Background: an optimization exercise with open tools, aiming at small area, a short achievable clock period and few clock cycles per item. Do not read the settings as production practice. At most, simulation tests tie the RTL to the original design; equivalence was not proved. The RTL of run 7 was laid out without a check of its function. No run shown here takes its clock network from TritonCTS; it comes from the design's own scripts or RTL. No driver is modelled on the clock port, so clock power and skew are understated where the tree is cut down; a real chip needs a root buffer or a tree. No activity file was given, so power comes from the tool's default toggle rates.

==> flow/design.v <==
module fp_add (
    input  [63:0] in_A,
    input  [63:0] in_B,
    input         clk,
    input         rst_n,
    input         in_valid,
    output [63:0] result,
    output        out_valid
);
integer k;
reg [6:0] v;
always @(posedge clk or negedge rst_n) begin
    if (!rst_n) v <= 7'd0;
    else        v <= {v[5:0], in_valid};
end
assign out_valid = v[6];
wire hA_i = |in_A[62:52], hB_i = |in_B[62:52];
reg [63:0] a0, b0;
reg        hA, hB;
always @(posedge clk) begin
    a0 <= {in_A[63:53], in_A[52] | ~hA_i, in_A[51:0]};
    b0 <= {in_B[63:53], in_B[52] | ~hB_i, in_B[51:0]};
    hA <= hA_i;
    hB <= hB_i;
end
wire        sA = a0[63], sB = b0[63];
wire [10:0] eA = a0[62:52], eB = b0[62:52];
wire [51:0] mA = a0[51:0],  mB = b0[51:0];
wire [52:0] fA = {hA, mA};
wire [52:0] fB = {hB, mB};
wire        infA = &eA, infB = &eB;
wire        nanA = infA & (|mA), nanB = infB & (|mB);
wire [11:0] dAB  = {1'b0, eA} - {1'b0, eB};
wire [11:0] dBA  = {1'b0, eB} - {1'b0, eA};
wire        a_ge = ~dAB[11];                        
wire [6:0]  s7   = a_ge ? dAB[6:0] : dBA[6:0];    
wire        o64  = a_ge ? (|dAB[10:6]) : (|dBA[10:6]);
wire        o128 = a_ge ? (|dAB[10:7]) : (|dBA[10:7]);
wire        sub  = sA ^ sB;
reg  [52:0] fBig1, fSm1;
reg  [6:0]  sc1;
reg         o64_1, o128_1;
reg  [10:0] E1;
reg         sgn1, sub1, inf1, nan1;
always @(posedge clk) begin
    fBig1 <= a_ge ? fA : fB;
    fSm1  <= a_ge ? (fB ^ {53{sub}}) : (fA ^ {53{sub}});
    sc1   <= s7;
    o64_1 <= o64;
    o128_1 <= o128;
    E1    <= a_ge ? eA : eB;
    sgn1  <= a_ge ? sA : sB;
    sub1  <= sub;
    inf1  <= infA | infB;
    nan1  <= nanA | nanB | (infA & infB & (sA ^ sB));
end
wire [54:0] w0 = o64_1 ? {55{sub1}} : {fSm1, {2{sub1}}};
wire [54:0] w1 = sc1[5] ? {{32{sub1}}, w0[54:32]} : w0;
wire [54:0] w2 = sc1[4] ? {{16{sub1}}, w1[54:16]} : w1;
wire [54:0] w3 = sc1[3] ? {{8{sub1}},  w2[54:8]}  : w2;
wire [54:0] w4 = sc1[2] ? {{4{sub1}},  w3[54:4]}  : w3;
wire [54:0] w5 = sc1[1] ? {{2{sub1}},  w4[54:2]}  : w4;
wire [54:0] w6 = sc1[0] ? {sub1,       w5[54:1]}  : w5;
reg  [52:0] band;
always @(*) begin
    for (k = 0; k < 53; k = k + 1)
        band[k] = (sc1 >= k + 3) && ({1'b0, sc1} <= k + 53);
end
reg  [52:0] X2;
reg  [54:0] Y2;
reg         st2;
reg  [10:0] E2;
reg         sgn2, sub2, inf2, nan2;
always @(posedge clk) begin
    X2   <= fBig1;
    Y2   <= w6;
    st2  <= ~o128_1 & (|((fSm1 ^ {53{sub1}}) & band));
    E2   <= E1;
    sgn2 <= sgn1;
    sub2 <= sub1;
    inf2 <= inf1;
    nan2 <= nan1;
end
wire [55:0] opX = {X2, 3'b000};
wire [55:0] opY = {Y2, st2 ^ sub2};    
wire [56:0] F   = {1'b0, opX} + {sub2, opY} + {56'd0, sub2};
reg  [56:0] F3;
reg  [10:0] E3;
reg         sgn3, sub3, inf3, nan3;
reg         neg3, hi3;     
always @(posedge clk) begin
    F3   <= F;
    neg3 <= sub2 & F[56];
    hi3  <= ~sub2 & F[56];
    E3   <= E2;
    sgn3 <= sgn2;
    sub3 <= sub2;
    inf3 <= inf2;
    nan3 <= nan2;
end
wire        neg  = neg3;
wire        hi   = hi3;
wire [52:0] frac = neg ? ~F3[55:3] : hi ? F3[56:4] : F3[55:3];
wire        gb   = hi ? F3[3] : F3[2];
wire        rb   = hi ? F3[2] : F3[1];
wire        sb   = hi ? (F3[1] | F3[0]) : F3[0];
wire        rnd  = neg | (gb & (rb | frac[0] | sb));
wire [53:0] fr   = {1'b0, frac} + {53'd0, rnd};
wire        ones = neg ? ~(|F3[55:3]) : hi ? (&F3[56:4]) : (&F3[55:3]);
wire        fr53 = rnd & ones;
wire [11:0] E3p0 = {1'b0, E3};
wire [11:0] E3p1 = {1'b0, E3} + 12'd1;
wire [11:0] E3p2 = {1'b0, E3} + 12'd2;
wire [11:0] exp0 = (hi & fr53) ? E3p2 : (hi | fr53) ? E3p1 : E3p0;
reg  [52:0] f4;
reg  [11:0] x4;
reg         sgn4, inf4, nan4;
always @(posedge clk) begin
    f4   <= {fr53 | fr[52], fr[51:0]};
    x4   <= exp0;
    sgn4 <= sgn3 ^ neg;
    inf4 <= inf3;
    nan4 <= nan3;
end
reg  [53:0] mark;
always @(*) begin
    for (k = 0; k < 54; k = k + 1)
        mark[k] = (x4 == 53 - k);
end
wire [63:0] lz_in = {({1'b0, f4} | mark), 10'h3ff};
wire [31:0] l1v; wire [31:0] l1c;
wire [15:0] l2v; wire [31:0] l2c;
wire [7:0]  l3v; wire [23:0] l3c;
wire [3:0]  l4v; wire [15:0] l4c;
wire [1:0]  l5v; wire [9:0]  l5c;
wire [5:0]  t;
genvar g;
generate
    for (g = 0; g < 32; g = g + 1) begin : L1
        assign l1v[g] = lz_in[2*g+1] | lz_in[2*g];
        assign l1c[g] = ~lz_in[2*g+1];
    end
    for (g = 0; g < 16; g = g + 1) begin : L2
        assign l2v[g] = l1v[2*g+1] | l1v[2*g];
        assign l2c[2*g+1:2*g] = l1v[2*g+1] ? {1'b0, l1c[2*g+1]} : {1'b1, l1c[2*g]};
    end
    for (g = 0; g < 8; g = g + 1) begin : L3
        assign l3v[g] = l2v[2*g+1] | l2v[2*g];
        assign l3c[3*g+2:3*g] = l2v[2*g+1] ? {1'b0, l2c[4*g+3:4*g+2]} : {1'b1, l2c[4*g+1:4*g]};
    end
    for (g = 0; g < 4; g = g + 1) begin : L4
        assign l4v[g] = l3v[2*g+1] | l3v[2*g];
        assign l4c[4*g+3:4*g] = l3v[2*g+1] ? {1'b0, l3c[6*g+5:6*g+3]} : {1'b1, l3c[6*g+2:6*g]};
    end
    for (g = 0; g < 2; g = g + 1) begin : L5
        assign l5v[g] = l4v[2*g+1] | l4v[2*g];
        assign l5c[5*g+4:5*g] = l4v[2*g+1] ? {1'b0, l4c[8*g+7:8*g+4]} : {1'b1, l4c[8*g+3:8*g]};
    end
endgenerate
assign t = l5v[1] ? {1'b0, l5c[9:5]} : {1'b1, l5c[4:0]};
wire ovf  = ((x4 == 12'd2047) & f4[52]) |
            ((x4 == 12'd2048) & (|f4[52:51])) |
            ((x4 == 12'd2049) & (|f4[52:50]));
wire zero = ~(|f4);
wire [11:0] x4p1   = x4 + 12'd1;
reg  [53:0] p5;
reg  [5:0]  t5;
reg  [11:0] x5;           
reg         sgn5, big5, nan5;
always @(posedge clk) begin
    p5   <= t[5] ? {f4[21:0], 32'd0} : {1'b0, f4};
    t5   <= t;
    x5   <= x4p1;
    sgn5 <= sgn4 & ~nan4 & (inf4 | ~zero);
    big5 <= inf4 | ovf;
    nan5 <= nan4;
end
wire [53:0] p6 = t5[4] ? {p5[37:0], 16'd0} : p5;
wire [53:0] p7 = t5[3] ? {p6[45:0], 8'd0}  : p6;
wire [53:0] p8 = t5[2] ? {p7[49:0], 4'd0}  : p7;
wire [53:0] p9 = t5[1] ? {p8[51:0], 2'd0}  : p8;
wire [53:0] pa = t5[0] ? {p9[52:0], 1'd0}  : p9;
wire        normal = pa[53];
wire [11:0] e1     = x5 - {6'd0, t5};
reg  [63:0] res;
always @(posedge clk) begin
    if (nan5)
        res <= {1'b0, 11'h7ff, 52'd1};
    else if (big5)
        res <= {sgn5, 11'h7ff, 52'd0};
    else
        res <= {sgn5, normal ? e1[10:0] : 11'd0, pa[52:1]};
end
assign result = res;
endmodule
==> flow/flow/run.sh <==
#!/bin/bash
set -euo pipefail
TREE=$PWD/flow/cts_tree.tcl
PORTS="BUFFER_PORTS_ARGS=-inputs -outputs -buffer_cell sky130_fd_sc_hd__buf_1"
bash standard.sh synth > synth.log 2>&1
bash standard.sh SETUP_SLACK_MARGIN=7 floorplan > floorplan.log 2>&1
bash standard.sh SETUP_SLACK_MARGIN=7 "$PORTS" place > place.log 2>&1
bash standard.sh SETUP_SLACK_MARGIN=7 PRE_CTS_TCL=$TREE cts > cts.log 2>&1
for step in grt route finish; do
  bash standard.sh SETUP_SLACK_MARGIN=7 $step > $step.log 2>&1
done
==> flow/flow/cts_tree.tcl <==
# Sourced by ORFS's cts.tcl (PRE_CTS_TCL) in place of TritonCTS: builds a
# two-level clock tree. Root buffers on the clock port each drive a group
# of leaf buffers; each leaf buffer sits at the centre of a k-means cluster
# of flip-flops and drives them. All flip-flops see the same two buffer
# stages; the tree only shortens the clock's insertion delay.
proc my_clock_tree { {nleaf 20} {nroot 4} {bufname sky130_fd_sc_hd__clkbuf_16} } {
  set db [ord::get_db]
  set block [ord::get_db_block]
  set master [$db findMaster $bufname]
  set clk_net [$block findNet clk]
  set sinks {}
  foreach it [$clk_net getITerms] {
    set inst [$it getInst]
    set bb [$inst getBBox]
    lappend sinks [list $it [expr {([$bb xMin] + [$bb xMax]) / 2.0}] [expr {([$bb yMin] + [$bb yMax]) / 2.0}]]
  }
  set n [llength $sinks]
  # k-means: seed with sinks spread by sorted order
  set sorted [lsort -real -index 1 $sinks]
  set cx {}; set cy {}
  for {set k 0} {$k < $nleaf} {incr k} {
    set s [lindex $sorted [expr {int(($k + 0.5) * $n / $nleaf)}]]
    lappend cx [lindex $s 1]; lappend cy [lindex $s 2]
  }
  for {set iter 0} {$iter < 30} {incr iter} {
    set sx [lrepeat $nleaf 0.0]; set sy [lrepeat $nleaf 0.0]; set cnt [lrepeat $nleaf 0]
    set assign {}
    foreach s $sinks {
      set x [lindex $s 1]; set y [lindex $s 2]
      set best 0; set bd 1e30
      for {set k 0} {$k < $nleaf} {incr k} {
        set d [expr {abs($x - [lindex $cx $k]) + abs($y - [lindex $cy $k])}]
        if {$d < $bd} { set bd $d; set best $k }
      }
      lappend assign $best
      lset sx $best [expr {[lindex $sx $best] + $x}]
      lset sy $best [expr {[lindex $sy $best] + $y}]
      lset cnt $best [expr {[lindex $cnt $best] + 1}]
    }
    for {set k 0} {$k < $nleaf} {incr k} {
      if {[lindex $cnt $k] > 0} {
        lset cx $k [expr {[lindex $sx $k] / [lindex $cnt $k]}]
        lset cy $k [expr {[lindex $sy $k] / [lindex $cnt $k]}]
      }
    }
  }
  # roots: k-means of leaf centres into nroot groups
  set leaves {}
  for {set k 0} {$k < $nleaf} {incr k} { lappend leaves [list $k [lindex $cx $k] [lindex $cy $k]] }
  set lsorted [lsort -real -index 1 $leaves]
  set rx {}; set ry {}
  for {set r 0} {$r < $nroot} {incr r} {
    set s [lindex $lsorted [expr {int(($r + 0.5) * $nleaf / $nroot)}]]
    lappend rx [lindex $s 1]; lappend ry [lindex $s 2]
  }
  set rassign [lrepeat $nleaf 0]
  for {set iter 0} {$iter < 20} {incr iter} {
    set sx [lrepeat $nroot 0.0]; set sy [lrepeat $nroot 0.0]; set cnt [lrepeat $nroot 0]
    for {set k 0} {$k < $nleaf} {incr k} {
      set x [lindex $cx $k]; set y [lindex $cy $k]
      set best 0; set bd 1e30
      for {set r 0} {$r < $nroot} {incr r} {
        set d [expr {abs($x - [lindex $rx $r]) + abs($y - [lindex $ry $r])}]
        if {$d < $bd} { set bd $d; set best $r }
      }
      lset rassign $k $best
      lset sx $best [expr {[lindex $sx $best] + $x}]
      lset sy $best [expr {[lindex $sy $best] + $y}]
      lset cnt $best [expr {[lindex $cnt $best] + 1}]
    }
    for {set r 0} {$r < $nroot} {incr r} {
      if {[lindex $cnt $r] > 0} {
        lset rx $r [expr {[lindex $sx $r] / [lindex $cnt $r]}]
        lset ry $r [expr {[lindex $sy $r] / [lindex $cnt $r]}]
      }
    }
  }
  set w [$master getWidth]; set h [$master getHeight]
  # root buffers
  set rnets {}
  for {set r 0} {$r < $nroot} {incr r} {
    set inst [odb::dbInst_create $block $master "clkroot_$r"]
    set net [odb::dbNet_create $block "clkroot_net_$r"]
    $net setSigType CLOCK
    [$inst findITerm A] connect $clk_net
    [$inst findITerm X] connect $net
    $inst setLocation [expr {int([lindex $rx $r] - $w / 2)}] [expr {int([lindex $ry $r] - $h / 2)}]
    $inst setPlacementStatus PLACED
    lappend rnets $net
  }
  # leaf buffers
  set lnets {}
  for {set k 0} {$k < $nleaf} {incr k} {
    set inst [odb::dbInst_create $block $master "clkleaf_$k"]
    set net [odb::dbNet_create $block "clkleaf_net_$k"]
    $net setSigType CLOCK
    [$inst findITerm A] connect [lindex $rnets [lindex $rassign $k]]
    [$inst findITerm X] connect $net
    $inst setLocation [expr {int([lindex $cx $k] - $w / 2)}] [expr {int([lindex $cy $k] - $h / 2)}]
    $inst setPlacementStatus PLACED
    lappend lnets $net
  }
  set i 0
  foreach s $sinks {
    set it [lindex $s 0]
    $it disconnect
    $it connect [lindex $lnets [lindex $assign $i]]
    incr i
  }
  $clk_net setSigType CLOCK
  puts "my_clock_tree: $n sinks, $nleaf leaves, $nroot roots"
}

rename clock_tree_synthesis tritoncts_clock_tree_synthesis
proc clock_tree_synthesis { args } {
  my_clock_tree 40 4
}
==> flow/standard.sh <==
#!/bin/bash
# synth_recipe.tcl (not shown) runs the flow's synth.tcl, then flattens the netlist and writes it again
# the make line also repeats each setting of config.mk as NAME=value (left out here)
make -C /OpenROAD-flow-scripts/flow DESIGN_CONFIG=/design/flow/config.mk WORK_HOME=/design/flow/orfs CLKGATE_MAP_FILE= SYNTH_SCRIPT=/design/flow/synth_recipe.tcl "${@:-finish}"
==> flow/config.mk <==
export PLATFORM = sky130hd
export DESIGN_NAME = fp_add
export DESIGN_NICKNAME = fp_add
export VERILOG_FILES = /design/flow/design.v
export SDC_FILE = /design/flow/constraint.sdc
export NUM_CORES = 8
export LEC_CHECK = 0
export CAP_MARGIN = 20
export CORE_MARGIN = 2
export CORE_UTILIZATION = 60
export SLEW_MARGIN = 20
==> flow/constraint.sdc <==
create_clock -name core_clock -period 10.0 [get_ports {clk}]
set_input_delay 2.0000 -clock core_clock [delete_from_list [all_inputs] [get_ports {clk}]]
set_output_delay 2.0000 -clock core_clock [all_outputs]
set_load 0.01 [all_outputs]
==> results.cfg, run 1 <==
[setup_path]
cp_slowest_cell = or4_4
cp-end-kind = flop
cpMostUsedCell = buf_4
worstReg2RegStart = hi3$_DFF_P_
path_delay_family = simple AND/OR/NAND/NOR gates
worstReg2RegEnd = f4[47]$_DFF_P_
max_stage_delay_ns = 0.54
rr_worst_depth = 13
cp_max_fo = 19
required_ns = 10.32
cp.buffers_inverters = 3
crit_chain = buf_16 > nor2_2 > o22ai_2 > nand2_1 > ha_2 > o211ai_1 > buf_4 > nor4_4 > nand2_2 > or4_4 > buf_4 > nor3b_2 > xor2_1
crit_cells = 13
cp.arrival_ns = 3.29
r2r_slack_ns = 7.03
start_kind = flop
critPathKind = flop to flop

[synth]
synthCells = 3806
synth_area_leaders = dfxtp_1 39%, mux2i_1 8.0%, mux2_2 4.7%, a21oi_1 3.9%, xnor2_1 3.6%
yosys_register_bits = 670
yosys_warnings = 1
netlist.area_leader.share_pct = 38.97
netlist_area_sq_um = 34060
synth_edf_count = 0
synthFlopType = dfxtp_1
synth_cell_types = 94
synth_nets = 4032
yosysTopAreaCell = dfxtp_1
ys_seq_area_share_pct = 39.49
synthArstFlopShare_pct = 1.045
avgSynthCellArea_sq_um = 8.948

[floorplan]
ios = 196
core_area_sq_um = 56280
die_area_sq_um = 58680
die_height_um = 242.2
die_x_um = 242.2
start_util_pct = 60.51
core.rowCount = 87

[timing]
skew_ns = 0.08697
final.setup.worst_slack_ns = 7.031
setup_viol = 0
rsz0062_at_grt = yes
relSlewSlack_pct = 34.90
hold_viol_final = 0
slew_violations = 0
worstMarginPinSlew_ns = 0.9766
finalCriticalPeriod_ns = 2.969
finalCritPeriodShare_pct = 29.69
max_freq_mhz = 336.8
finalSetupTns_ns = 0

[placement]
gp_congestion = 1.063
dp_hpwl_um = 81150
io_buffers = 195
pre_cts_ws_ns = 5.862

[hold_path]
hold_start = fBig1[36]$_DFF_P_
hp-class = flop to flop
min_to = X2[36]$_DFF_P_
min_path_cells = 0

[detailed_routing]
firstDrtPassIters = 8
via_count = 29990
drt_iter0_drc = 2952
wl_met3_um = 8732
highest_layer = met5
viasPerCell = 6.479
route.met2.wl_um = 49970
routedWlPerCell_um = 23.75
postRouteWirelength_um = 109900
met1_length_um = 43990
drcViolationCount = 0
antenna_left = 0

[global_route]
grt_pass1_wl_um = 164000
grt_max_degree = 71
antenna_found_initial = 4
globalRouteTotalUtil_pct = 34.99
grt_pass1_vias = 27780
grt_overflow_total = 0

[cells_and_area]
multi_input_area_sq_um = 19750
seq_area_sq_um = 13480
layout_commonest_cell = dfxtp_1
fillers = 4499
layout-drive-gt1-share_pct = 11.75
finish.net_count = 4100
area_growth_pct = 10.25
final_cell_mix = 644 x dfxtp_1, 296 x nor2_1, 278 x nand2_1

[power_and_ir_drop]
ir_drop_v = 0.0002412
p_switching_mw = 4.988
p_leak_nw = 14.91
pwr-share-comb_pct = 47.1
power.density_nw_per_um2 = 306.8
seqPwrFrac_pct = 39.2
p_sw_share_pct = 43.29
p_int_mw = 6.532
p_clk_share_pct = 13.6

[outcome]
status = timing/DRC/antenna clean

[job]
max-cap-violations = 0

[clock_tree]
cts.clk_slew.worst_paths_ns = 0.08
insertion_delay_ns = 0.44
## worst register-to-register path: cells and delay by family, from the launching register on
family / cells / cell delay [ns]
AND/OR/NAND/NOR: 6 / 1.37
buffers and inverters: 3 / 0.57
adder cells (fa/ha/maj): 1 / 0.21
AO/OA/AOI/OAI: 2 / 0.21
flip-flops: 1 / 0.41
XOR/XNOR: 1 / 0.15
## final cells by class
cell class / count / area share [%]
multi-input combinational: 2761 / 52.60
sequential: 670 / 35.91
timing repair buffer: 279 / 4.729
buffer: 44 / 2.932
tap: 756 / 2.519
inverter: 118 / 1.300
antenna: 1 / 0.006665
## registers in the layout (all words and copies together) (netlist names), 6 cells and up
signal and count:
a0 64, b0 64, res 64, F3 57, Y2 55, p5 54, X2 53, f4 53
fBig1 53, fSm1 53, x4 12, E1 11, E2 11, E3 11, x5 11, sc1 7
v 7, t5 6
## cell families (layout without fill, tap and decap cells)
family	count (synthesis)	after routing	synth area share, %
buffers and inverters	376	441	4.350
flip-flops	670	670	39.49
AND/OR/NAND/NOR	1091	1092	15.60
multiplexers	438	438	14.28
XOR/XNOR	205	205	5.272
AO/OA/AOI/OAI	930	930	17.42
other	0	1	0
adder cells (fa/ha/maj)	96	96	3.586
## power groups by stage
stage	Clock (mW)	Sequential (mW)	Combinational [mW]
floorplan	0	3.96	3.88
global placement	0	4.49	4.86
detailed placement	0	4.50	4.95
CTS	1.29	4.51	5.10
global route	1.70	4.55	5.88
finish	1.57	4.52	5.43
## repair_timing
item                                   CTS  global route
hold buffers                             0             0
gates resized for setup                 86           105
setup endpoints to repair              265           223
pin swaps                                4            31
endpoints found under the hold margin    0             0
buffers inserted                         9            36
gates cloned                             5             6
## synthesized netlist by cell type (6+ instances only)
master,n
nor3b_1,9
mux4_2,24
mux2i_1,272
a31oi_1,28
a21o_1,66
buf_1,40
or3_1,14
o211ai_1,38
o221ai_1,10
inv_1,109
o21ai_0,216
a221oi_1,14
nor2_1,311
a221o_1,7
clkbuf_1,190
o21bai_1,12
nor4_1,68
a2111oi_0,6
o22ai_1,37
ha_1,92
dfrtp_1,7
dfxtp_1,663
xnor2_1,140
nand2b_1,36
a211oi_1,88
nand3_1,58
nor3_1,78
or2_2,16
and3_1,19
and2_1,38
o31ai_1,18
a21oi_1,265
a211o_1,7
nand4_1,53
buf_2,16
o21a_1,26
o31a_1,7
xor2_1,65
or4_1,11
a21boi_0,13
nand2_1,281
nor2b_1,68
o311ai_0,7
mux2_2,141
## how the worst max path moves through the flow
stage / start / to / slack, ns
final: hi3$_DFF_P_ / f4[47]$_DFF_P_ / 7.03
after global routing: hi3$_DFF_P_ / f4[49]$_DFF_P_ / 6.97
after CTS: F3[4]$_DFF_P_ / f4[46]$_DFF_P_ / 6.93
after detailed placement: neg3$_DFF_P_ / f4[46]$_DFF_P_ / 5.86
after global placement: neg3$_DFF_P_ / f4[21]$_DFF_P_ / 5.95
after floorplan: hi3$_DFF_P_ / f4[51]$_DFF_P_ / 6.61
## routing by layer
| metal | GRT usage (%) | vias up |
|---|---|---|
| li1 | - | 13730 |
| met1 | 45.91 | 14160 |
| met2 | 57.04 | 1676 |
| met3 | 4.132 | 422 |
| met4 | 17.85 | 2 |
| met5 | 0 | - |
## through the flow
step	power, mW	instance area, sq um	hold WS (ns)	util (%)	cells
after floorplan	7.838	34190	0.3096	-	3806
after global placement	9.349	35010	0.3110	62.21	4528
after detailed placement	9.444	35010	0.3121	62.21	4528
after CTS	10.90	36690	0.3121	65.19	4586
after global routing	12.12	37550	0.3151	66.72	4629
final	11.52	37550	0.3107	66.72	4629
Testbench counts, summed over its fixed seeds: cycles 80,056, items 80,000.
==> inputs of run 2 (changes only) <==
==> flow/flow/run.sh (replaced) <==
#!/bin/bash
set -euo pipefail
TREE=$PWD/flow/cts_tree.tcl
PORTS="BUFFER_PORTS_ARGS=-inputs -outputs -buffer_cell sky130_fd_sc_hd__buf_1"
bash standard.sh synth > synth.log 2>&1
bash standard.sh SETUP_SLACK_MARGIN=7.2 floorplan > floorplan.log 2>&1
bash standard.sh SETUP_SLACK_MARGIN=7.2 "$PORTS" place > place.log 2>&1
bash standard.sh SETUP_SLACK_MARGIN=7.2 PRE_CTS_TCL=$TREE cts > cts.log 2>&1
for step in grt route finish; do
  bash standard.sh SETUP_SLACK_MARGIN=7.2 $step > $step.log 2>&1
done
--- a/flow/config.mk
+++ b/flow/config.mk
@@ -9,3 +9,3 @@
 export CORE_MARGIN = 2
-export CORE_UTILIZATION = 60
+export CORE_UTILIZATION = 55
 export SLEW_MARGIN = 20
==> run 2 against run 1 <==
Against the previous run:
- setup slack improved by 0.018 ns
- maximum frequency rose by 0.61%
- die area rose by 8.9%
- synthesized cell count did not move
- sequential share of layout area fell by 1.4 points
- core utilization fell by 2.8 points
- clock power barely moved
- via count rose by 1.5%
- still clean on timing, DRC and antenna
- wire length rose by 8.6%
- sequential power rose by 2%
==> results.cfg, run 2 <==
[outcome]
status = timing/DRC/antenna clean

[floorplan]
die_x_um = 252.8
die_area_sq_um = 63930
ios = 196
die_height_um = 252.8
start_util_pct = 55.39
core_area_sq_um = 61480
core.rowCount = 91

[clock_tree]
cts.clk_slew.worst_paths_ns = 0.11
holdBufCountCts = 0
insertion_delay_ns = 0.49

[setup_path]
cp.arrival_ns = 3.25
rr_worst_depth = 11
start_kind = flop
cp-end-kind = flop
cp_max_fo = 8
required_ns = 10.30
critPathKind = flop to flop

[power_and_ir_drop]
p_leak_nw = 15.70
seqPwrFrac_pct = 38.0
power_mw = 12.11
power.density_nw_per_um2 = 308.4
ir_drop_v = 0.0002524
p_clk_share_pct = 13.0
p_int_mw = 6.883
pwr-share-comb_pct = 48.9
p_switching_mw = 5.227
p_sw_share_pct = 43.16

[detailed_routing]
routedWlPerCell_um = 25.33
viasPerCell = 6.456
postRouteWirelength_um = 119400
drcViolationCount = 0
drt_iter0_drc = 3585
via_count = 30440
firstDrtPassIters = 10
antenna_left = 0

[cells_and_area]
final_cell_area_sq_um = 39270
layout-drive-gt1-share_pct = 17.86
finish.net_count = 4152
final_cell_mix = 592 x dfxtp_1, 294 x nor2_1, 271 x nand2_1
area_growth_pct = 15.32
top_regs = a0 (64), b0 (64), res (64)
layout_commonest_cell = dfxtp_1

[timing]
max_freq_mhz = 338.9
relSlewSlack_pct = 32.30
slew_violations = 0
finalSetupTns_ns = 0
hold_viol_final = 0
final.setup.worst_slack_ns = 7.049
setup_viol = 0
worstMarginPinSlew_ns = 1.016
skew_ns = 0.1621
finalCriticalPeriod_ns = 2.951
holdWs_ns = 0.3064
rsz0062_at_grt = yes
finalCritPeriodShare_pct = 29.51

[global_route]
grt_overflow_total = 0
grt_pass1_wl_um = 172700
globalRouteTotalUtil_pct = 34.68
grt_max_degree = 69
antenna_found_initial = 2
grt_pass1_vias = 28390

[synth]
muxShareOfSynthArea_pct = 14.28
synthXorXnorAreaFrac_pct = 5.272
yosysTopAreaCell = dfxtp_1
synthFlopType = dfxtp_1
synth_nets = 4032
netlist.area_leader.share_pct = 38.97
ys_seq_area_share_pct = 39.49
synth_edf_count = 0
netlist_area_sq_um = 34060
synthArstFlopShare_pct = 1.045
synth_top_family_by_area = compound AO/OA/AOI/OAI gates
yosys_register_bits = 670
yosys_warnings = 1
yosys.area_share.simple_pct = 15.60
avgSynthCellArea_sq_um = 8.948
synthAdderAreaFrac_pct = 3.586
synth-compound-area-share_pct = 17.42
synth_area_leaders = dfxtp_1 39%, mux2i_1 8.0%, mux2_2 4.7%, a21oi_1 3.9%, xnor2_1 3.6%
synth_cell_types = 94
yosysMostFrequentCell = dfxtp_1
synthCells = 3806
ys_top_cells_by_count = 663 x dfxtp_1, 311 x nor2_1, 281 x nand2_1

[placement]
pre_cts_ws_ns = 5.998
gp_congestion = 1.006
dp_hpwl_um = 85100
io_buffers = 195
place_area_sq_um = 35090

[job]
max-cap-violations = 0

[hold_path]
hp-class = flop to flop
min_path_cells = 0
==> run 2: cell type report <==
class | instances | area [sq um]
Antenna cell | 1 | 2.502
Tap cell | 790 | 988.4
Fill cell | 5080 | 22210
Inverter | 118 | 488.0
Sequential cell | 670 | 13560
Buffer | 44 | 1101
Multi-Input combinational cell | 2761 | 20350
Timing Repair Buffer | 331 | 2790
==> run 2: kinds of logic after synthesis <==
logic type               count (synthesis)
XOR/XNOR                               205
adder cells (fa/ha/maj)                 96
buffers and inverters                  376
multiplexers                           438
AND/OR/NAND/NOR                       1091
AO/OA/AOI/OAI                          930
flip-flops                             670
==> run 2: power groups by stage <==
| stage | Sequential (mW) | Combinational [mW] | Clock [mW] |
|---|---|---|---|
| 3_5_place_dp | 4.53 | 4.96 | 0 |
| 4_1_cts | 4.55 | 5.30 | 1.29 |
| 6_report | 4.61 | 5.93 | 1.58 |
| 2_1_floorplan | 3.96 | 3.88 | 0 |
| 3_3_place_gp | 4.53 | 4.89 | 0 |
| 5_1_grt | 4.62 | 6.36 | 1.69 |
==> run 2: final timing paths <==
kind / startpoint / to / slack (ns)
max reg2reg: hi3$_DFF_P_ / f4[47]$_DFF_P_ / 7.05
max: hi3$_DFF_P_ / f4[47]$_DFF_P_ / 7.05
min: fBig1[37]$_DFF_P_ / X2[37]$_DFF_P_ / 0.31
max in group asynchronous: rst_n / v[4]$_DFF_PN0_ / 8.26
min reg2reg: fBig1[37]$_DFF_P_ / X2[37]$_DFF_P_ / 0.31
min in group asynchronous: rst_n / v[1]$_DFF_PN0_ / 1.50
==> run 2: layer usage <==
layer  vias up  GRT usage, %  part of all wire [%]
met5         -             0                 0.015
met4         2         15.40                   5.7
met3       368         3.279                   7.1
met2      1623         57.82                    47
met1     14630         45.73                    40
li1      13820             -                     -
==> run 2: stage by stage <==
step	instances	utilization (%)
after floorplan	3806	-
after global placement	4566	57.07
after detailed placement	4566	57.07
after CTS	4660	61.08
after global routing	4714	63.87
final	4715	63.87
==> run 2: critical path: stages, from the launching register on <==
cell,delay (ns)
dfxtp_4,0.54
clkbuf_16,0.22
a211oi_2,0.07
a21oi_2,0.15
ha_4,0.18
o211ai_1,0.23
nor4_4,0.42
nand2_2,0.10
or4_4,0.48
buf_12,0.16
nor3b_4,0.17
xor2_1,0.14
==> run 2: what timing repair did <==
action,CTS,global route
endpoints found under the setup margin,286,280
pin swaps,34,64
gates cloned,12,9
setup buffers,38,45
gates resized for setup,166,387
==> inputs of run 3 (changes only) <==
==> flow/flow/run.sh (replaced) <==
#!/bin/bash
set -euo pipefail
TREE=$PWD/flow/cts_tree.tcl
PORTS="BUFFER_PORTS_ARGS=-inputs -outputs -buffer_cell sky130_fd_sc_hd__buf_1"
bash standard.sh synth > synth.log 2>&1
bash standard.sh SETUP_SLACK_MARGIN=6.8 floorplan > floorplan.log 2>&1
bash standard.sh SETUP_SLACK_MARGIN=6.8 "$PORTS" place > place.log 2>&1
bash standard.sh SETUP_SLACK_MARGIN=6.8 PRE_CTS_TCL=$TREE cts > cts.log 2>&1
for step in grt route finish; do
  bash standard.sh SETUP_SLACK_MARGIN=6.8 $step > $step.log 2>&1
done
==> run 3 against run 2 <==
Against the previous run:
- still clean
- setup slack worse by 0.36 ns
- register-to-register slack got worse by 0.36 ns
- flip-flop and latch count did not move
- first-iteration DRC count fell by 23%
- via count is 4.1% lower
- combinational power fell by 12%
- global-route usage fell by 1.3 points
- clock power barely moved
- cell area down 6.2%
- wire length fell by 6.3%
- critical path type unchanged
- highest routed layer unchanged
==> results.cfg, run 3 <==
[cells_and_area]
fin_util_pct = 59.91
antenna_cells = 0
finish.net_count = 4074
area_growth_pct = 8.171
layout-drive-gt1-share_pct = 9.698
top_regs = a0 (64), b0 (64), res (64)
layout_commonest_cell = dfxtp_1
final_cell_mix = 650 x dfxtp_1, 303 x nor2_1, 280 x nand2_1

[floorplan]
start_util_pct = 55.39
core.rowCount = 91
die_area_sq_um = 63930
die_height_um = 252.8
ios = 196
core_area_sq_um = 61480
die_x_um = 252.8

[power_and_ir_drop]
power.density_nw_per_um2 = 306.4
ir_drop_v = 0.0001891
p_int_mw = 6.395
p_leak_nw = 14.68
seqPwrFrac_pct = 39.9
p_sw_share_pct = 43.35
pwr-share-comb_pct = 46.1
p_switching_mw = 4.893
p_clk_share_pct = 14.0

[timing]
hold_viol_final = 0
final.setup.worst_slack_ns = 6.693
relSlewSlack_pct = 30.37
worstMarginPinSlew_ns = 1.037
finalCritPeriodShare_pct = 33.07
slew_violations = 0
finalCriticalPeriod_ns = 3.307
rsz0062_at_grt = yes
max_freq_mhz = 302.4
holdWs_ns = 0.3034
setup_viol = 0
skew_ns = 0.08005
finalSetupTns_ns = 0

[setup_path]
cp.arrival_ns = 3.50
cp_slowest_cell = nor3_1
path_delay_family = simple AND/OR/NAND/NOR gates
crit_chain = buf_4 > buf_4 > nor3_1 > nand2_1 > a21oi_1 > o22ai_1 > a32oi_1 > nand4_1 > a211oi_1 > a41oi_1
start_kind = flop
cp_max_fo = 35
cpMostUsedCell = buf_4
critPathKind = flop to flop
cp-end-kind = flop
max_stage_delay_ns = 0.88
required_ns = 10.20
cp.buffers_inverters = 2

[placement]
pre_cts_ws_ns = 5.756
gp_congestion = 0.9792
io_buffers = 195
dp_hpwl_um = 84730

[detailed_routing]
drt_iter0_drc = 2774
postRouteWirelength_um = 111900
antenna_left = 0
viasPerCell = 6.300
via_count = 29210
routedWlPerCell_um = 24.14
drcViolationCount = 0
firstDrtPassIters = 8

[synth]
yosysTopAreaCell = dfxtp_1
ys_top_cells_by_count = 663 x dfxtp_1, 311 x nor2_1, 281 x nand2_1
synth_edf_count = 0
avgSynthCellArea_sq_um = 8.948
yosys_register_bits = 670
synthArstFlopShare_pct = 1.045
synth_nets = 4032
netlist_area_sq_um = 34060
ys_seq_area_share_pct = 39.49
netlist.area_leader.share_pct = 38.97
synth_cell_types = 94
synthFlopType = dfxtp_1
synthCells = 3806
synth_area_leaders = dfxtp_1 39%, mux2i_1 8.0%, mux2_2 4.7%, a21oi_1 3.9%, xnor2_1 3.6%
yosys_warnings = 1
yosysMostFrequentCell = dfxtp_1

[global_route]
grt_pass1_wl_um = 166500
grt_pass1_vias = 27560
grt_overflow_total = 0
grt_max_degree = 71
globalRouteTotalUtil_pct = 33.38
antenna_found_initial = 7

[job]
max-cap-violations = 0

[clock_tree]
holdBufCountCts = 0
cts.clk_slew.worst_paths_ns = 0.11
insertion_delay_ns = 0.43

[outcome]
status = timing/DRC/antenna clean

[hold_path]
hp-class = flop to flop
## run 3: changes by cell type in the layout (fill, tap and decap cells not counted), sizes merged
cell    previous run  this run
clkbuf            54        48
buf              315       248
diode              1         0
bufbuf             6         0
and2              39        40
## run 3: layer usage
layer | part of all wire [%] | vias up | track usage [%] | wire [um]
met1 | 42 | 14030 | 44.49 | 46610
met3 | 6.7 | 256 | 3.094 | 7482
met5 | 0.012 | - | 0 | 13
li1 | - | 13640 | - | -
met2 | 47 | 1281 | 56.02 | 52830
met4 | 4.5 | 2 | 12.93 | 5007
## run 3: final timing paths
kind,endpoint,depth (start not counted),slack (ns),start
min in group asynchronous,v[4]$_DFF_PN0_,1,1.43,rst_n
min reg2reg,E2[2]$_DFF_P_,0,0.30,E1[2]$_DFF_P_
max reg2reg,st2$_DFF_P_,10,6.69,sc1[2]$_DFF_P_
max,st2$_DFF_P_,10,6.69,sc1[2]$_DFF_P_
max in group asynchronous,v[2]$_DFF_PN0_,1,8.32,rst_n
min,E2[2]$_DFF_P_,0,0.30,E1[2]$_DFF_P_
## run 3: cells by family (layout without fill, tap and decap cells)
logic type      Yosys count  after routing  synth area share (%)
fa+ha+maj                96             96                 3.586
mux                     438            438                 14.28
compound gates          930            930                 17.42
xor+xnor                205            205                 5.272
simple gates           1091           1093                 15.60
flops                   670            670                 39.49
buf+inv                 376            414                 4.350
## run 3: through the flow
| step | area, sq um | power (mW) | std cells |
|---|---|---|---|
| after floorplan | 34170 | 7.836 | 3806 |
| after global placement | 35050 | 9.421 | 4564 |
| after detailed placement | 35050 | 9.484 | 4564 |
| after CTS | 36390 | 10.87 | 4616 |
| after global routing | 36840 | 11.91 | 4636 |
| final | 36840 | 11.29 | 4636 |
## run 3: worst reg2reg max path: cells and delay by family, from the launching register on
family / cells / cell delay (ns)
AO/OA/AOI/OAI: 5 / 1.03
buffers and inverters: 2 / 0.52
flip-flops: 1 / 0.31
AND/OR/NAND/NOR: 3 / 1.23
## run 3: power groups by stage
| stage | Combinational, mW | Sequential, mW | Clock (mW) |
|---|---|---|---|
| 5_1_grt | 5.66 | 4.54 | 1.71 |
| 6_report | 5.20 | 4.50 | 1.58 |
| 3_3_place_gp | 4.89 | 4.53 | 0 |
| 2_1_floorplan | 3.88 | 3.96 | 0 |
| 3_5_place_dp | 4.95 | 4.53 | 0 |
| 4_1_cts | 5.04 | 4.53 | 1.29 |
## run 3: repair_timing
action,CTS,global route
gates cloned,2,2
buffers inserted,6,18
gates resized for setup,34,60
endpoints found under the setup margin,195,170
pin swaps,1,6
## run 3: area by class of cell
type / instances / area [sq um]
plain buffers: 44 / 1101
fillers: 5318 / 24650
inverters: 118 / 466.7
multi-input cells: 2762 / 19450
flip-flops and latches: 670 / 13470
well taps: 790 / 988.4
repair buffers: 252 / 1364
==> inputs of run 4 (changes only) <==
==> flow/flow/run.sh (replaced) <==
#!/bin/bash
set -euo pipefail
TREE=$PWD/flow/cts_tree.tcl
PORTS="BUFFER_PORTS_ARGS=-inputs -outputs -buffer_cell sky130_fd_sc_hd__buf_1"
bash standard.sh synth > synth.log 2>&1
bash standard.sh SETUP_SLACK_MARGIN=7.1 floorplan > floorplan.log 2>&1
bash standard.sh SETUP_SLACK_MARGIN=7.1 "$PORTS" place > place.log 2>&1
bash standard.sh SETUP_SLACK_MARGIN=7.1 PRE_CTS_TCL=$TREE cts > cts.log 2>&1
for step in grt route finish; do
  bash standard.sh SETUP_SLACK_MARGIN=7.1 $step > $step.log 2>&1
done
--- a/flow/config.mk
+++ b/flow/config.mk
@@ -9,3 +9,4 @@
 export CORE_MARGIN = 2
-export CORE_UTILIZATION = 55
+export CORE_UTILIZATION = 60
+export PLACE_DENSITY = 0.7
 export SLEW_MARGIN = 20
==> run 4 against run 3 <==
Against the previous run:
- highest routed layer is now met4
- global-route usage increased by 3.4 points
- critical path type is now flop to output port
- sequential power increased by 1%
- core utilization increased by 8.4 points
- area after synthesis unchanged
==> results.cfg, run 4 <==
[synth]
synthXorXnorAreaFrac_pct = 5.272
yosys.area_share.simple_pct = 15.60
synthArstFlopShare_pct = 1.045
synth_top_family_by_area = compound AO/OA/AOI/OAI gates
yosysTopAreaCell = dfxtp_1
synth_nets = 4032
yosysMostFrequentCell = dfxtp_1
ys_top_cells_by_count = 663 x dfxtp_1, 311 x nor2_1, 281 x nand2_1
netlist_area_sq_um = 34060
avgSynthCellArea_sq_um = 8.948
synth_area_leaders = dfxtp_1 39%, mux2i_1 8.0%, mux2_2 4.7%, a21oi_1 3.9%, xnor2_1 3.6%
ys_seq_area_share_pct = 39.49
yosys_warnings = 1
netlist.area_leader.share_pct = 38.97
synth_cell_types = 94
muxShareOfSynthArea_pct = 14.28
synth-compound-area-share_pct = 17.42
synthCells = 3806
synthAdderAreaFrac_pct = 3.586
synthFlopType = dfxtp_1
yosys_register_bits = 670
synth_edf_count = 0

[detailed_routing]
antenna_left = 0
viasPerCell = 6.530
drcViolationCount = 0
via_count = 30520
firstDrtPassIters = 6
postRouteWirelength_um = 117100
drt_iter0_drc = 3150
routedWlPerCell_um = 25.05

[cells_and_area]
final_cell_area_sq_um = 38430
top_regs = a0 (64), b0 (64), res (64)
antenna_cells = 0
area_growth_pct = 12.84
layout-drive-gt1-share_pct = 14.78
final_cell_mix = 627 x dfxtp_1, 299 x nor2_1, 276 x nand2_1
layout_commonest_cell = dfxtp_1
finish.net_count = 4146

[global_route]
grt_pass1_wl_um = 170800
globalRouteTotalUtil_pct = 36.77
met3_usage_pct = 4.885
antenna_found_initial = 1
grt_use_met1_pct = 47.13
grt_overflow_total = 0
met2_usage_pct = 60.69
grt_max_degree = 67
grt_pass1_vias = 29020
busiest_layer = met2

[outcome]
status = timing/DRC/antenna clean

[clock_tree]
holdBufCountCts = 0
insertion_delay_ns = 0.46
cts.clk_slew.worst_paths_ns = 0.09

[setup_path]
path_delay_family = flip-flops
worstReg2RegEnd = f4[51]$_DFF_P_
cp_slowest_cell = dfrtp_1
cp.buffers_inverters = 1
cp.arrival_ns = 0.93
crit_chain = clkbuf_2
cp_max_fo = 1
cp-end-kind = output port
r2r_slack_ns = 7.08
required_ns = 8.00
start_kind = flop
max_stage_delay_ns = 0.36
rr_worst_depth = 12
worstReg2RegStart = hi3$_DFF_P_
critPathKind = flop to output port

[floorplan]
core.rowCount = 87
core_area_sq_um = 56280
start_util_pct = 60.51
ios = 196
die_height_um = 242.2
die_area_sq_um = 58680
die_x_um = 242.2

[placement]
place_area_sq_um = 35040
dp_hpwl_um = 83820
io_buffers = 195
gp_congestion = 1.022

[timing]
finalCriticalPeriod_ns = 2.928
finalCritPeriodShare_pct = 29.28
rsz0062_at_grt = yes
setup_viol = 0
max_freq_mhz = 341.5
worstMarginPinSlew_ns = 0.9841
slew_violations = 0
skew_ns = 0.1299
relSlewSlack_pct = 34.39
finalSetupTns_ns = 0
hold_viol_final = 0

[hold_path]
min_path_cells = 0
min_to = X2[24]$_DFF_P_
hold_start = fBig1[24]$_DFF_P_
hp-class = flop to flop

[power_and_ir_drop]
p_leak_nw = 15.35
power.density_nw_per_um2 = 306.3
ir_drop_v = 0.0002404

[job]
max-cap-violations = 0
-- run 4: cell counts after synthesis --
Identical to the previous run, type by type.
-- run 4: power breakdown --
part           switching [mW]  internal [mW]
clock network           0.815          0.776
registers                1.06           3.49
logic                    3.25           2.38
total                    5.13           6.64
-- run 4: kinds of logic (layout without fill, tap and decap cells) --
family                   Yosys count  count (layout)
adder cells (fa/ha/maj)           96              96
AND/OR/NAND/NOR                 1091            1093
multiplexers                     438             438
XOR/XNOR                         205             205
AO/OA/AOI/OAI                    930             930
flip-flops                       670             670
buffers and inverters            376             486
-- run 4: routing by layer --
layer / part of all wire (%) / vias up / routed length [um]
met5: 0 / - / 0
met4: 6.0 / 0 / 7047
met3: 8.3 / 388 / 9679
met2: 46 / 1809 / 54340
met1: 39 / 14500 / 46010
li1: - / 13820 / -
-- run 4: repair_timing --
item	CTS	global route
pin swaps	17	33
cloned	9	6
gates resized for setup	136	167
setup buffers	30	53
endpoints found under the setup margin	281	237
-- run 4: worst register-to-register path: cells and delay by family, from the launching register on --
kind	cells	cell delay, ns
AND/OR/NAND/NOR	5	1.31
AO/OA/AOI/OAI	3	0.43
flip-flops	1	0.39
buffers and inverters	2	0.31
XOR/XNOR	1	0.20
adder cells (fa/ha/maj)	1	0.17
-- run 4: layout make-up --
class	instances	area (sq um)
Multi-Input combinational cell	2762	20040
Fill cell	4230	17850
Sequential cell	670	13510
Timing Repair Buffer	324	2361
Buffer	44	1101
Tap cell	756	945.9
Inverter	118	467.9
-- run 4: stage by stage --
step | hold slack [ns] | setup WS (ns) | power (mW) | utilization, % | instances
after floorplan | 0.3096 | 6.612 | 7.838 | - | 3806
after global placement | 0.3116 | 6.100 | 9.325 | 62.26 | 4532
after detailed placement | 0.3121 | 5.950 | 9.454 | 62.26 | 4532
after CTS | 0.3121 | 7.047 | 11.01 | 66.18 | 4615
after global routing | 0.2190 | 6.952 | 12.31 | 68.28 | 4674
final | 0.2328 | 7.072 | 11.77 | 68.28 | 4674
-- run 4: worst max path at each step --
stage / start / endpoint / slack, ns / depth (start not counted)
after floorplan: hi3$_DFF_P_ / f4[51]$_DFF_P_ / 6.61 / 18
after detailed placement: x4[0]$_DFF_P_ / t5[1]$_DFF_P_ / 5.95 / 12
after global routing: x4[3]$_DFF_P_ / t5[0]$_DFF_P_ / 6.95 / 8
after CTS: X2[1]$_DFF_P_ / F3[56]$_DFF_P_ / 7.05 / 10
after global placement: x4[0]$_DFF_P_ / t5[1]$_DFF_P_ / 6.10 / 12
final: v[6]$_DFF_PN0_ / out_valid / 7.07 / 1
==> inputs of run 5 (changes only) <==
--- a/flow/config.mk
+++ b/flow/config.mk
@@ -10,3 +10,2 @@
 export CORE_UTILIZATION = 60
-export PLACE_DENSITY = 0.7
 export SLEW_MARGIN = 20
==> run 5 against run 4 <==
Against the previous run:
- still clean on timing, DRC and antenna
- clock power is essentially flat
- power down 0.51%
- first-iteration DRC count is 3.6% lower
- core utilization fell by 0.56 points
- flip-flop and latch count did not move
- critical endpoint is now result[52]
==> results.cfg, run 5 <==
[outcome]
status = timing/DRC/antenna clean

[placement]
pre_cts_ws_ns = 5.874
dp_hpwl_um = 82890
place_inst = 4529
gp_congestion = 1.019
io_buffers = 195

[setup_path]
required_ns = 8.00
max_stage_delay_ns = 0.35
critPathKind = flop to output port
rr_worst_depth = 10
cp.buffers_inverters = 1
r2r_slack_ns = 7.12
worstReg2RegEnd = F3[56]$_DFF_P_
cp.arrival_ns = 0.90
startpoint = res[52]$_SDFF_PP1_
cp_max_fo = 1
start_kind = flop
path_delay_family = flip-flops
crit_cells = 1
cp_slowest_cell = dfxtp_1
worstReg2RegStart = X2[4]$_DFF_P_
crit_end = result[52]
crit_chain = clkbuf_2
cp-end-kind = output port

[cells_and_area]
area_growth_pct = 11.91
layout_commonest_cell = dfxtp_1
fin_cells = 4641
final_cell_mix = 633 x dfxtp_1, 297 x nor2_1, 275 x nand2_1
finish.net_count = 4112
fin_util_pct = 67.72
top_regs = a0 (64), b0 (64), res (64)
layout-drive-gt1-share_pct = 13.80
fillers = 4361

[timing]
finalCritPeriodShare_pct = 29.02
slew_violations = 0
relSlewSlack_pct = 34.67
finalCriticalPeriod_ns = 2.902
hold_viol_final = 0
setup_viol = 0
skew_ns = 0.08074
max_freq_mhz = 344.6
finalSetupTns_ns = 0
worstMarginPinSlew_ns = 0.9800
rsz0062_at_grt = yes
final.setup.worst_slack_ns = 7.098

[detailed_routing]
routedWlPerCell_um = 24.79
drcViolationCount = 0
postRouteWirelength_um = 115100
viasPerCell = 6.540
drt_iter0_drc = 3036
via_count = 30350
antenna_left = 0
firstDrtPassIters = 7

[synth]
synth_area_leaders = dfxtp_1 39%, mux2i_1 8.0%, mux2_2 4.7%, a21oi_1 3.9%, xnor2_1 3.6%
synth_cell_types = 94
ys_seq_area_share_pct = 39.49
ys_top_cells_by_count = 663 x dfxtp_1, 311 x nor2_1, 281 x nand2_1
synthFlopType = dfxtp_1
netlist_area_sq_um = 34060
synth_nets = 4032
yosys_register_bits = 670
synth_edf_count = 0
synthArstFlopShare_pct = 1.045
yosysTopAreaCell = dfxtp_1
netlist.area_leader.share_pct = 38.97
synthCells = 3806
avgSynthCellArea_sq_um = 8.948
yosysMostFrequentCell = dfxtp_1
yosys_warnings = 1

[floorplan]
ios = 196
die_height_um = 242.2
core.rowCount = 87
die_area_sq_um = 58680
die_x_um = 242.2
core_area_sq_um = 56280
start_util_pct = 60.51

[power_and_ir_drop]
ir_drop_v = 0.0002131
power.density_nw_per_um2 = 307.2
p_leak_nw = 15.13

[clock_tree]
cts.clk_slew.worst_paths_ns = 0.08
holdBufCountCts = 0
insertion_delay_ns = 0.41

[global_route]
grt_pass1_vias = 28570
grt_overflow_total = 0
grt_pass1_wl_um = 168700
antenna_found_initial = 3
grt_max_degree = 71
globalRouteTotalUtil_pct = 36.32

[hold_path]
hp-class = flop to flop

[job]
max-cap-violations = 0
run 5: cell counts after synthesis:
Identical to the previous run, type by type.
run 5: logic make-up after synthesis:
group | share of synthesized area (%)
xor gates and xnor gates | 5.272
AOI/OAI and AO/OA | 17.42
adders and majority gates | 3.586
buffers and inverters | 4.350
muxes | 14.28
and+or+nand+nor | 15.60
DFF | 39.49
run 5: worst min path at each step:
stage	startpoint	endpoint	slack [ns]	cells after the start
2_1_floorplan	E1[0]$_DFF_P_	E2[0]$_DFF_P_	0.31	0
3_3_place_gp	E1[2]$_DFF_P_	E2[2]$_DFF_P_	0.31	0
3_5_place_dp	E1[0]$_DFF_P_	E2[0]$_DFF_P_	0.31	0
4_1_cts	E1[0]$_DFF_P_	E2[0]$_DFF_P_	0.31	0
5_1_grt	fBig1[12]$_DFF_P_	X2[12]$_DFF_P_	0.31	0
6_report	E1[4]$_DFF_P_	E2[4]$_DFF_P_	0.31	0
run 5: area by class of cell:
class	instances	area, sq um	area share [%]
multi-input combinational	2761	20030	52.56
sequential	670	13500	35.42
timing repair buffer	291	2063	5.414
buffer	44	1101	2.889
tap	756	945.9	2.482
inverter	118	470.5	1.234
antenna	1	2.502	0.006566
run 5: repair_timing:
item,CTS,global route
gates cloned,10,5
pin swaps,14,30
buffers inserted,21,31
resized for setup,122,165
setup endpoints to repair,274,228
run 5: where the power goes:
part / leakage [nW] / switching, mW / internal, mW
clock: 0.542 / 0.807 / 0.776
sequential: 5.67 / 1.07 / 3.49
combinational: 8.92 / 3.20 / 2.36
total: 15.1 / 5.08 / 6.63
run 5: per-stage QoR:
stage          hold WS, ns  power (mW)  cell area (sq um)
6_report            0.3110       11.71              38110
5_1_grt             0.3115       12.27              38110
3_5_place_dp        0.3121       9.466              35020
4_1_cts             0.3121       11.02              37110
3_3_place_gp        0.3115       9.371              35020
2_1_floorplan       0.3096       7.838              34190
run 5: routing by layer:
layer | share of wire, % | track usage, %
met5 | 0 | 0
met4 | 6.6 | 19.61
met3 | 8.1 | 5.207
met2 | 46 | 59.72
met1 | 39 | 46.24
==> inputs of run 6 (changes only) <==
==> flow/flow/run.sh (replaced) <==
#!/bin/bash
set -euo pipefail
TREE=$PWD/flow/cts_tree.tcl
PORTS="BUFFER_PORTS_ARGS=-inputs -outputs -buffer_cell sky130_fd_sc_hd__buf_1"
MY_ABC_SCRIPT=$PWD/flow/map.abc bash standard.sh SYNTH_SCRIPT=$PWD/flow/my_synth.tcl synth > synth.log 2>&1
bash standard.sh SETUP_SLACK_MARGIN=7 floorplan > floorplan.log 2>&1
bash standard.sh SETUP_SLACK_MARGIN=7 "$PORTS" place > place.log 2>&1
bash standard.sh SETUP_SLACK_MARGIN=7 PRE_CTS_TCL=$TREE cts > cts.log 2>&1
for step in grt route finish; do
  bash standard.sh SETUP_SLACK_MARGIN=7 $step > $step.log 2>&1
done
==> flow/flow/map.abc (new file) <==
strash
dch
map -D 2500
topo
stime -c
buffer -c
upsize -c -D 2500
dnsize -c -D 2500
==> flow/flow/my_synth.tcl (new file) <==
# synth_recipe.tcl (the standard synthesis script) with one change: the
# final ABC technology mapping uses flow/map.abc, a delay-targeted mapping
# (map -D 2500) with buffering and sizing, instead of ORFS's abc_speed
# script. Registers, their names and cell types are untouched: ABC maps only
# the logic between them.
proc synth {args} { yosys synth -nofsm -noshare {*}$args }
proc abc {args} {
  set i [lsearch -exact $args -script]
  if {$i >= 0} { lset args [expr {$i + 1}] $::env(MY_ABC_SCRIPT) }
  yosys abc {*}$args
}
source $::env(SCRIPTS_DIR)/synth.tcl
# left out here: clear keep_hierarchy, flatten, clean up, hide names made inside functions, write 1_2_yosys.v
--- a/flow/config.mk
+++ b/flow/config.mk
@@ -9,3 +9,3 @@
 export CORE_MARGIN = 2
-export CORE_UTILIZATION = 60
+export CORE_UTILIZATION = 55
 export SLEW_MARGIN = 20
==> run 6 against run 5 <==
Against the previous run:
- sequential power down 7.0%
- still clean on timing, DRC and antenna
- first-iteration DRC count is 8.8% lower
- flip-flop and latch count unchanged
- core utilization decreased by 4.8 points
- final cell count up 15%
- synthesized cell count increased by 16%
- largest power group unchanged
==> results.cfg, run 6 <==
[placement]
dp_hpwl_um = 79450
place_area_sq_um = 33990
io_buffers = 195
gp_congestion = 1.010

[cells_and_area]
final_cell_mix = 801 x nand2_1, 647 x dfxtp_1, 623 x o21ai_0
layout-drive-gt1-share_pct = 7.934
top_regs = a0 (64), b0 (64), res (64)
finish.net_count = 4803
layout_commonest_cell = nand2_1
area_growth_pct = 13.10
antenna_cells = 0
fin_util_pct = 62.92
final_cell_area_sq_um = 37060
fillers = 5414

[detailed_routing]
firstDrtPassIters = 8
drcViolationCount = 0
via_count = 30530
routedWlPerCell_um = 19.63
antenna_left = 0
viasPerCell = 5.708
postRouteWirelength_um = 105000
drt_iter0_drc = 2770

[synth]
yosys_warnings = 1
synth_cell_types = 59
synthFlopType = dfxtp_1
synthCells = 4399
ys_top_cells_by_count = 808 x nand2_1, 663 x dfxtp_1, 644 x o21ai_0
yosysMostFrequentCell = nand2_1
yosys_register_bits = 670
synth_nets = 4625
ys_seq_area_share_pct = 41.04
synth_edf_count = 0
yosysTopAreaCell = dfxtp_1
synth_area_leaders = dfxtp_1 41%, o21ai_0 9.8%, nand2_1 9.3%, inv_1 5.7%, xor2_1 5.2%
netlist.area_leader.share_pct = 40.50
synthArstFlopShare_pct = 1.045
avgSynthCellArea_sq_um = 7.449
netlist_area_sq_um = 32770

[global_route]
grt_pass1_vias = 27660
met2_usage_pct = 56.33
antenna_found_initial = 1
grt_use_met1_pct = 40.68
busiest_layer = met2
grt_max_degree = 73
grt_pass1_wl_um = 155200
met3_usage_pct = 2.995
globalRouteTotalUtil_pct = 32.21
grt_overflow_total = 0

[power_and_ir_drop]
ir_drop_v = 0.0002112
p_leak_nw = 15.93
power.density_nw_per_um2 = 309.1

[floorplan]
die_x_um = 248.1
die_height_um = 248.1
core.rowCount = 89
start_util_pct = 55.63
core_area_sq_um = 58910
ios = 196
die_area_sq_um = 61550

[timing]
max_freq_mhz = 283.8
finalCritPeriodShare_pct = 35.23
hold_viol_final = 0
worstMarginPinSlew_ns = 0.9105
slew_violations = 0
finalSetupTns_ns = 0
relSlewSlack_pct = 39.30
setup_viol = 0
skew_ns = 0.09362
rsz0062_at_grt = yes
finalCriticalPeriod_ns = 3.523

[setup_path]
cp_slowest_cell = dfxtp_2
required_ns = 10.31
cp-end-kind = flop
rr_worst_depth = 22
critPathKind = flop to flop
start_kind = flop
cpMostUsedCell = nor2_4
worstReg2RegEnd = f4[40]$_DFF_P_
r2r_slack_ns = 6.48
cp.arrival_ns = 3.83
worstReg2RegStart = hi3$_DFF_P_
max_stage_delay_ns = 0.35
startpoint = hi3$_DFF_P_
crit_chain = buf_12 > clkinvlp_4 > buf_4 > buf_12 > nor2_1 > o31ai_4 > ha_4 > ha_4 > inv_4 > nor2_4 > nand2_4 > nor3_4 > nand3_2 > nor2_4 > inv_2 > nor2_4 > nand4_1 > buf_6 > nor4_4 > buf_4 > nand2_2 > xor2_1
cp_max_fo = 10

[hold_path]
hp-class = flop to flop
min_to = X2[46]$_DFF_P_
hold_start = fBig1[46]$_DFF_P_
min_path_cells = 0

[clock_tree]
cts.clk_slew.worst_paths_ns = 0.09
insertion_delay_ns = 0.43

[outcome]
status = timing/DRC/antenna clean

[job]
max-cap-violations = 0
[run 6: cell count changes after synthesis, moves of 39 or more]
cell,change
a211oi_1,-80
mux2i_1,-211
nand2_1,+527
a21o_1,-63
o21ai_0,+428
nor2b_1,-68
xor2_1,+130
clkbuf_1,-39
nand3_1,+61
mux2_2,-140
xnor2_1,-93
inv_1,+386
[run 6: report_power, final]
group          internal (mW)  leakage [nW]  switching [mW]
registers               3.52          5.67           0.723
clock network          0.776         0.542           0.797
logic                   1.91          9.72            3.73
[run 6: critical path, delay by kind of cell (launching register included)]
kind            cells  cell delay [ns]
fa+ha+maj           2             0.33
compound gates      1             0.31
simple gates       10             1.36
buf+inv             8             0.90
flops               1             0.35
xor+xnor            1             0.14
[run 6: what timing repair did]
action	in CTS	in global routing
setup endpoints to repair	280	248
gates cloned	10	5
pin swaps	28	36
resized for setup	111	141
buffers inserted	56	44
hold buffers	0	0
[run 6: layout make-up]
type | count | area (sq um) | area share (%)
well taps | 773 | 967.2 | 2.610
inverters | 502 | 1941 | 5.236
repair buffers | 339 | 2263 | 6.107
plain buffers | 44 | 1101 | 2.971
flip-flops and latches | 670 | 13470 | 36.35
repair inverters | 3 | 22.52 | 0.06077
multi-input cells | 3017 | 17300 | 46.67
[run 6: worst max-delay path by stage]
| stage | end | slack, ns | cells after the start |
|---|---|---|---|
| 2_1_floorplan | f4[52]$_DFF_P_ | 6.63 | 23 |
| 3_3_place_gp | fSm1[0]$_DFF_P_ | 5.65 | 14 |
| 3_5_place_dp | fSm1[12]$_DFF_P_ | 5.57 | 14 |
| 4_1_cts | f4[51]$_DFF_P_ | 6.67 | 18 |
| 5_1_grt | f4[52]$_DFF_P_ | 6.27 | 22 |
| 6_report | f4[40]$_DFF_P_ | 6.48 | 22 |
[run 6: per-stage QoR]
step / hold WS (ns) / setup slack, ns / instances / total power, mW
final: 0.3162 / 6.477 / 5348 / 11.46
after global placement: 0.3106 / 5.654 / 5189 / 9.379
after detailed placement: 0.3121 / 5.574 / 5189 / 9.383
after CTS: 0.3121 / 6.666 / 5299 / 10.89
after floorplan: 0.3096 / 6.631 / 4399 / 7.685
after global routing: 0.3221 / 6.269 / 5348 / 12.24
[run 6: kinds of logic after synthesis]
kind of cell,Yosys count,share of synthesized area (%)
simple gates,1465,19.00
compound gates,1151,19.60
flops,670,41.04
fa+ha+maj,95,3.696
xor+xnor,242,6.468
mux,62,1.898
buf+inv,714,8.304
[run 6: per-layer routing]
layer | share of wire (%) | routed length [um] | vias to the layer above
met4 | 5.6 | 5891 | 0
met1 | 41 | 42950 | 13980
met3 | 5.9 | 6146 | 308
met5 | 0 | 0 | -
li1 | - | - | 14980
met2 | 48 | 50000 | 1255
==> inputs of run 7 (changes only) <==
--- a/flow/design.v
+++ b/flow/design.v
@@ -107,3 +107,17 @@
 wire        rnd  = neg | (gb & (rb | frac[0] | sb));
-wire [53:0] fr   = {1'b0, frac} + {53'd0, rnd};
+wire [52:0] pfx [0:6];
+assign pfx[0] = frac;
+genvar pl, pj;
+generate
+    for (pl = 0; pl < 6; pl = pl + 1) begin : PAL
+        for (pj = 0; pj < 53; pj = pj + 1) begin : PAB
+            if ((pj >> pl) & 1) begin : C
+                assign pfx[pl+1][pj] = pfx[pl][pj] & pfx[pl][((pj >> pl) << pl) - 1];
+            end else begin : N
+                assign pfx[pl+1][pj] = pfx[pl][pj];
+            end
+        end
+    end
+endgenerate
+wire [53:0] fr   = {rnd & pfx[6][52], frac ^ {{52{rnd}} & pfx[6][51:0], rnd}};
 wire        ones = neg ? ~(|F3[55:3]) : hi ? (&F3[56:4]) : (&F3[55:3]);
==> flow/flow/run.sh (replaced) <==
#!/bin/bash
set -euo pipefail
TREE=$PWD/flow/cts_tree.tcl
PORTS="BUFFER_PORTS_ARGS=-inputs -outputs -buffer_cell sky130_fd_sc_hd__buf_1"
MY_ABC_SCRIPT=$PWD/flow/map.abc bash standard.sh SYNTH_SCRIPT=$PWD/flow/my_synth.tcl synth > synth.log 2>&1
bash standard.sh SETUP_SLACK_MARGIN=7.1 floorplan > floorplan.log 2>&1
bash standard.sh SETUP_SLACK_MARGIN=7.1 "$PORTS" place > place.log 2>&1
bash standard.sh SETUP_SLACK_MARGIN=7.1 PRE_CTS_TCL=$TREE cts > cts.log 2>&1
for step in grt route finish; do
  bash standard.sh SETUP_SLACK_MARGIN=7.1 $step > $step.log 2>&1
done
==> flow/flow/map.abc (replaced) <==
strash
dch
map -D 2100
topo
stime -c
buffer -c
upsize -c -D 2100
dnsize -c -D 2100
--- a/flow/flow/my_synth.tcl
+++ b/flow/flow/my_synth.tcl
@@ -2,3 +2,3 @@
 # final ABC technology mapping uses flow/map.abc, a delay-targeted mapping
-# (map -D 2500) with buffering and sizing, instead of ORFS's abc_speed
+# (map -D 2100) with buffering and sizing, instead of ORFS's abc_speed
 # script. Registers, their names and cell types are untouched: ABC maps only
--- a/flow/config.mk
+++ b/flow/config.mk
@@ -9,3 +9,3 @@
 export CORE_MARGIN = 2
-export CORE_UTILIZATION = 55
+export CORE_UTILIZATION = 60
 export SLEW_MARGIN = 20
==> run 7 against run 6 <==
Against the previous run:
- still clean on timing, DRC and antenna
- cell area grew 0.74%
- area after synthesis grew 0.39%
- final cell count shrank 0.82%
- via count grew 4.0%
- die area shrank 7.9%
- combinational power grew 5.9%
- clock power is essentially flat
- core utilization grew 6.2 points
- first-iteration DRC count grew 21%
- hold slack gained 0.0056 ns
==> results.cfg, run 7 <==
[hold_path]
min_path_cells = 0
min_to = X2[31]$_DFF_P_
hp-class = flop to flop
hold_start = fBig1[31]$_DFF_P_

[clock_tree]
holdBufCountCts = 0
insertion_delay_ns = 0.48

[setup_path]
path_delay_family = simple AND/OR/NAND/NOR gates
required_ns = 10.26
cp-end-kind = flop
cp.buffers_inverters = 3
cp_max_fo = 25
critPathKind = flop to flop
worstReg2RegStart = hi3$_DFF_P_
cp.arrival_ns = 3.38
max_stage_delay_ns = 0.38

[synth]
muxShareOfSynthArea_pct = 1.582
synthAdderAreaFrac_pct = 3.644
synthXorXnorAreaFrac_pct = 5.777
yosys.area_share.simple_pct = 20.06
synth_edf_count = 0
ys_top_cells_by_count = 832 x nand2_1, 663 x dfxtp_1, 605 x o21ai_0
synth_top_family_by_area = simple AND/OR/NAND/NOR gates
synth_area_leaders = dfxtp_1 40%, nand2_1 9.5%, o21ai_0 9.2%, inv_1 5.3%, xor2_1 4.6%
netlist.area_leader.share_pct = 40.35
synthFlopType = dfxtp_1
avgSynthCellArea_sq_um = 7.414
synthArstFlopShare_pct = 1.045
yosys_register_bits = 670
synthCells = 4437
yosysTopAreaCell = dfxtp_1
ys_seq_area_share_pct = 40.88
synth-compound-area-share_pct = 19.75

[floorplan]
core.rowCount = 85
ios = 196
die_height_um = 238.2
die_x_um = 238.2
die_area_sq_um = 56720
core_area_sq_um = 54030

[detailed_routing]
drcViolationCount = 0
viasPerCell = 5.985
via_count = 31750
postRouteWirelength_um = 107500

[timing]
relSlewSlack_pct = 33.70
worstMarginPinSlew_ns = 0.9869
finalSetupTns_ns = 0
setup_viol = 0
slew_violations = 0
finalCriticalPeriod_ns = 3.125
max_freq_mhz = 320.0
hold_viol_final = 0
finalCritPeriodShare_pct = 31.25
skew_ns = 0.1603

[power_and_ir_drop]
p_leak_nw = 16.00
ir_drop_v = 0.0002118
power.density_nw_per_um2 = 315.4

[cells_and_area]
finish.net_count = 4834
layout-drive-gt1-share_pct = 9.203
fin_util_pct = 69.11
area_growth_pct = 13.50
fin_cells = 5304
layout_commonest_cell = nand2_1
final_cell_mix = 828 x nand2_1, 639 x dfxtp_1, 584 x o21ai_0

[global_route]
grt_pass1_wl_um = 160400
grt_pass1_vias = 29580
globalRouteTotalUtil_pct = 35.77
grt_overflow_total = 0

[placement]
dp_hpwl_um = 78480
gp_congestion = 1.062
io_buffers = 195

[job]
max-cap-violations = 0

[outcome]
status = timing/DRC/antenna clean
[run 7: final cells by class]
class	instances	area [sq um]
Multi-Input combinational cell	3072	17530
Fill cell	4532	16690
Sequential cell	670	13500
Timing Repair Buffer	336	2465
Inverter	483	1861
Buffer	44	1101
Tap cell	696	870.8
Timing Repair inverter	2	12.51
Antenna cell	1	2.502
[run 7: worst register-to-register path, cell delays in order (launching register included)]
cell and delay, ns:
dfxtp_4 0.38, buf_4 0.17, bufbuf_16 0.30, nand2_1 0.09, o211ai_1 0.12, o21ai_2 0.11, nand3_2 0.16, nor2_4 0.14
nand4_4 0.12, nor2_8 0.17, nand2_4 0.07, nor2_4 0.11, inv_2 0.06, nor3_4 0.17, nand2_4 0.11, nor2_4 0.14
nand3_2 0.10, nor2_4 0.17, nand2_2 0.09, nor2_4 0.10, xnor2_1 0.06
[run 7: cell families after synthesis]
| kind of cell | after synthesis |
|---|---|
| compound gates | 1156 |
| xor+xnor | 217 |
| fa+ha+maj | 94 |
| buf+inv | 696 |
| flops | 670 |
| mux | 52 |
| simple gates | 1552 |
[run 7: metrics by stage]
| step | area [sq um] | setup slack (ns) | total power, mW | hold WS (ns) |
|---|---|---|---|---|
| CTS | 36150 | 6.991 | 11.04 | 0.3120 |
| global placement | 33850 | 5.762 | 9.301 | 0.3097 |
| finish | 37340 | 6.875 | 11.78 | 0.3217 |
| floorplan | 32900 | 7.111 | 7.743 | 0.3096 |
| detailed placement | 33850 | 5.772 | 9.351 | 0.3121 |
| global route | 37330 | 6.662 | 12.53 | 0.3287 |
[run 7: worst max-delay path by stage]
stage                       start                 end  slack, ns
floorplan           t5[2]$_DFF_P_  res[62]$_SDFF_PP1_       7.11
global placement    x4[9]$_DFF_P_       t5[3]$_DFF_P_       5.76
detailed placement  x4[9]$_DFF_P_       t5[3]$_DFF_P_       5.77
CTS                   hi3$_DFF_P_      f4[52]$_DFF_P_       6.99
global route          hi3$_DFF_P_      f4[47]$_DFF_P_       6.66
finish                hi3$_DFF_P_      f4[47]$_DFF_P_       6.87
[run 7: power breakdown]
part | total, mW | switching, mW | internal [mW]
combinational | 5.97 | 3.86 | 2.11
clock | 1.56 | 0.788 | 0.775
sequential | 4.25 | 0.719 | 3.53
[run 7: timing repair]
item / in CTS / in global routing
resized for setup: 121 / 216
buffers inserted: 47 / 48
setup endpoints to repair: 297 / 246
gates cloned: 13 / 4
pin swaps: 25 / 54
[run 7: per-layer routing]
metal,track usage (%),part of all wire [%],vias up
met4,23.88,8.0,0
met1,41.67,37,14670
met3,4.153,6.6,461
li1,-,-,15130
met2,62.03,48,1489
met5,0,0,-

Setup slack of run 7, layout unchanged: 6.875 ns with ideal ports, 6.874 ns with driving cells assumed (clock clkbuf_16, inputs buf_2), 6.874 ns with port delays also shifted by the 0.528 ns mid clock arrival.
